This is an optimization exercise on Yosys and OpenROAD, whose aim is small area and a short achievable clock period, not a production implementation.
In this exercise RTL edits were held to simulation tests only and were not proved equivalent to the original.
Power is estimated from default activity; no workload was simulated.

File: config.mk
export PLATFORM = sky130hd
export DESIGN_NAME = div_top
export DESIGN_NICKNAME = div_top
export VERILOG_FILES = /design/flow/design.v
export SDC_FILE = /design/flow/constraint.sdc
export NUM_CORES = 4
export LEC_CHECK = 0
export CAP_MARGIN = 20
export CORE_MARGIN = 2
export CORE_UTILIZATION = 40
export SLEW_MARGIN = 20
File: constraint.sdc
create_clock -name core_clock -period 170.0 [get_ports {clk}]
set_input_delay 34.0000 -clock core_clock [delete_from_list [all_inputs] [get_ports {clk}]]
set_output_delay 34.0000 -clock core_clock [all_outputs]
set_load 0.01 [all_outputs]
File: design.v
module division #(parameter WIDTH = 32)
    (
    input wire [WIDTH-1:0] dvd,       
    input wire [WIDTH-1:0] dvs,       
    input wire reset_n,               
    output reg [WIDTH-1:0] qot,       
    output reg [WIDTH-1:0] rmd        
    );
    reg [WIDTH-1:0] dvd_copy;         
    reg [WIDTH-1:0] dvs_copy;         
    reg [WIDTH:0] m;                  
    reg [WIDTH:0] acml;               
    reg [WIDTH-1:0] q;                
    integer n;                        
    always @*
        begin
            if (!reset_n)
                begin
                    qot = 0;
                    rmd = 0;
                end
            else
                begin
                    dvd_copy = dvd;
                    dvs_copy = dvs;
                    acml = 0;
                    m = {1'b0,dvs_copy};
                    q = dvd_copy;
                    for ( n=WIDTH; n>0; n=n-1 )
                        begin
                            acml = {acml[WIDTH-1:0],q[WIDTH-1]};  
                            q[WIDTH-1:1] = q[WIDTH-2:0];
                            acml = acml - m;
                            if (acml[WIDTH] == 0)
                                begin
                                     q[0] = 1;
                                 end
                            else
                                begin
                                    q[0] = 0;
                                    acml = acml + m;
                                end
                        end
                    qot = q;
                    rmd = acml;
                end
        end
endmodule : division
module div_top #(parameter WIDTH = 32)
    (
    input  wire             clk,
    input  wire             rst_n,      
    input  wire [WIDTH-1:0] dvd,        
    input  wire [WIDTH-1:0] dvs,        
    output reg  [WIDTH-1:0] qot,        
    output reg  [WIDTH-1:0] rmd         
    );
    reg  [WIDTH-1:0] dvd_r;
    reg  [WIDTH-1:0] dvs_r;
    wire [WIDTH-1:0] qot_w;
    wire [WIDTH-1:0] rmd_w;
    always @(posedge clk)
        begin
            if (!rst_n)
                begin
                    dvd_r <= 0;
                    dvs_r <= 0;
                    qot   <= 0;
                    rmd   <= 0;
                end
            else
                begin
                    dvd_r <= dvd;
                    dvs_r <= dvs;
                    qot   <= qot_w;
                    rmd   <= rmd_w;
                end
        end
    division #(.WIDTH(WIDTH)) division_inst (.dvd(dvd_r), .dvs(dvs_r), .qot(qot_w), .rmd(rmd_w), .reset_n(1'b1));
endmodule
File: run.sh
#!/bin/bash
# synth_recipe.tcl (not shown) runs the flow's synth.tcl, then flattens the netlist and writes it again
# the make line also repeats each setting of config.mk as NAME=value (left out here)
make -C /OpenROAD-flow-scripts/flow DESIGN_CONFIG=/design/flow/config.mk WORK_HOME=/design/flow/orfs CLKGATE_MAP_FILE= SYNTH_SCRIPT=/design/flow/synth_recipe.tcl finish
==> impl_metrics.toml <==
[outcome]
status = "no timing/DRC/antenna violations"

[global_route]
antenna_found_initial = 19
grt_remaining_overflow = 0
grt_pass1_vias = 86140
grt_max_degree = 81
grt_pass1_wl_um = 501300
grt_usage_pct = 25.51

[pwr]
pwr-share-clk_pct = 0
power_density_mw_per_mm2 = 19850
combPwrFrac_pct = 100.0
internal_power_mw = 989.2
ir_worst_vdd_mv = 8.890
power_switching_mw = 1164
p_sw_share_pct = 54.05
p_leak_nw = 53.24
pg_clk_mw = 0.0472
p_comb_mw = 2150
pwr-share-seq_pct = 0
sequentialPower_mw = 0.971
maxPowerGroup = "combinational logic"

[setup_path]
cp_max_fo = 30
r2r_slack_ns = 12.18
reg2reg_depth = 912
r2r-end = "rmd[1]"
cp.depth = 897
crit_buf_inv = 30
slowest_delay_ns = 0.70
critPathKind = "register to register"
arrival_ns = 158.30
critPathRequiredTime_ns = 170.48
critPathCaptureType = "register"
crit_top_cell = "o21ai_0"
path_delay_family = "compound AO/OA/AOI/OAI gates"
worstSetupStartpoint = "dvd_r[31]"
cp-start-kind = "register"
endpoint = "rmd[1]"
r2r_start = "dvd_r[31]"
cp_slowest_cell = "or4b_2"

[cts]
cts.sinks = 128
cts_tree = "yes"
clock_tree.root_cell = "clkbuf_16"
htree_levels = 4
cts_made_buffers = 17
clkTransAtPathRegs_ns = 0.11
clockBufferDepth = 2
hold_buffers = 0
clk_latency_ns = 0.60

[sta]
final_hold_viol_count = 0
layout_min_cycle_time_ns = 157.82
slew_viol_final = 0
relSlewSlack_pct = 24.55
holdWs_ns = 0.7993
fmax_ghz = 0.006336
worst_slack_ns = 12.18
fin_skew_ns = 0.04688
setup_violations = 0
worstMarginPinSlew_ns = 1.132
period_share_pct = 92.84

[logic_synthesis]
synthArstFlopShare_pct = 0
synth-edff-count = 0
syn_area_per_cell_um2 = 7.338
yosysSeqAreaShare_pct = 2.621
synthCells = 13320
synth_top_area_share_pct = 27.48
yosysMostFrequentCell = "ha_1"
yosys.area.top_type = "ha_1"
syn_area_mm2 = 0.09775
yosysUniqueCellTypes = 101
yosys_register_bits = 128
yosys-top-cells-area = "ha_1 27%, xnor2_1 10%, a21o_1 6.6%"
ys_top_cells_by_count = "2147 x ha_1, 1259 x o21ai_0, 1212 x nand2_1"
ys.flop_type = "dfxtp_1"
synth_nets = 15600
yosysWarnings = 2

[hold_path]
hp-start = "dvd_r[0]"
hold_depth = 4
whs_endpoint = "rmd[0]"
hp-class = "register to register"

[layout]
drive_above_1_share_pct = 9.591
fin_nets = 16050
syn_to_final_growth_pct = 10.96
finalCoreUtilization_pct = 44.59
fin_cells = 16990

[flow_run]
cap_violations = 0

[drt]
drc = 0
vias = 95510
ant_nets = 0
viasPerCell = 5.622
drtPass1Iterations = 7
wl_per_cell_um = 19.65
totalWireLength_um = 333900
drtIter0Drc = 7308

[placed_design]
gp_congestion = 0.9484
io_buffers = 129
place_inst = 16850
dp_hpwl_um = 261000
dp_slack_ns = 0.2567

[floorplan]
die_w_um = 498.3
start_util_pct = 40.19
die_height_um = 498.3
ios = 130
dieArea_mm2 = 0.2483
fp-row-count = 181
core_area_mm2 = 0.2432
[routing by layer]
| layer | track usage (%) | vias to the layer above | routed length (um) |
|---|---|---|---|
| li1 | - | 48820 | - |
| met1 | 36.17 | 43920 | 159500 |
| met2 | 40.70 | 2398 | 143200 |
| met3 | 2.215 | 366 | 19290 |
| met4 | 7.595 | 2 | 11830 |
| met5 | 0 | - | 15 |
[sequential cells by signal, summed over array words and instances (netlist names)]
| register | cells |
|---|---|
| dvd_r | 32 |
| dvs_r | 32 |
| qot | 32 |
| rmd | 32 |
[through the flow]
step / power [mW] / area [um^2] / setup TNS (ns)
after global placement: 1982 / 105500 / 0
after floorplan: 2034 / 97750 / 0
after detailed placement: 1992 / 105500 / 0
final: 2153 / 108500 / 0
after CTS: 1994 / 106200 / 0
after global routing: 2141 / 108500 / -24.35
[kinds of logic (layout without fill, tap and decap cells)]
family,count (synthesis),count (layout),share of synthesized area (%)
compound gates,4443,4443,28.15
xor+xnor,1741,1743,15.61
fa+ha+maj,2211,2211,28.79
buf+inv,993,1452,3.857
flops,128,128,2.621
mux,442,442,5.029
other cells,0,3,0
simple gates,3364,3365,15.95
[area by class of cell]
type | instances | area (um^2)
Fill cell | 24810 | 134800
Multi-Input combinational cell | 12200 | 92910
Timing Repair Buffer | 615 | 5213
Tap cell | 3202 | 4006
Inverter | 805 | 3032
Sequential cell | 128 | 2673
Clock buffer | 18 | 429.2
Clock inverter | 14 | 193.9
Antenna cell | 3 | 7.507
[what timing repair did]
action                     in CTS  in global routing
pin swaps                       0                217
resized for setup               4                330
setup endpoints to repair      31                 35
buffers inserted                0                 99
cloned                          0                 11
[placed cells by master (no fill, tap or decap), types with 30 or more instances in the layout]
cell	synthesis	layout
nand2_1	1212	1206
o21bai_1	294	294
o21ai_0	1259	1219
mux2i_1	52	52
inv_1	799	770
nor3_1	163	155
inv_2	6	31
o211ai_1	31	31
nand4_1	73	73
or3_1	48	48
a21oi_1	1200	1110
a31oi_1	92	88
a21o_1	862	861
ha_1	2147	2143
o21ai_1	9	42
fa_1	64	56
o31ai_1	60	56
mux2_2	387	387
clkdlybuf4s50_1	0	128
o21a_1	121	121
nor2b_1	193	192
dfxtp_1	128	96
or2_2	42	41
xnor2_1	1171	1139
xor2_1	569	554
and2_1	151	151
nand3_1	198	196
xnor2_2	1	30
a211oi_1	43	38
a21oi_2	0	89
nor2_1	887	874
a21boi_0	201	193
nand2b_1	192	191
and3_1	87	84
buf_4	2	465

afterwards: timing with drivers on the ports:
Ports are ideal in the flow. The routed layout listed here was re-timed in OpenROAD.
Step 1 sets driving cells, clkbuf_16 on the clock port and buf_2 on the other inputs (assumed; they add their load-dependent delay and slew).
Step 2 also shifts input and output timing later by t, the mid clock arrival at the registers, as if the neighbouring blocks saw the same clock.
Slacks: no drivers / after step 1 / after step 2; pairs: no drivers / after step 1.
t (ns): 0.674
slack for setup (ns): 12.180 / 12.180 / 12.180
clock arrival spread, ns: 0.048 / 0.048
worst register clock-pin slew, ns: 0.12 / 0.12
worst data-port slew with drivers (ns): 0.08
After both steps setup and hold are still met in this run. For this run, drivers alone change the setup slack by 0.000 ns; drivers and shift together by 0.000 ns.
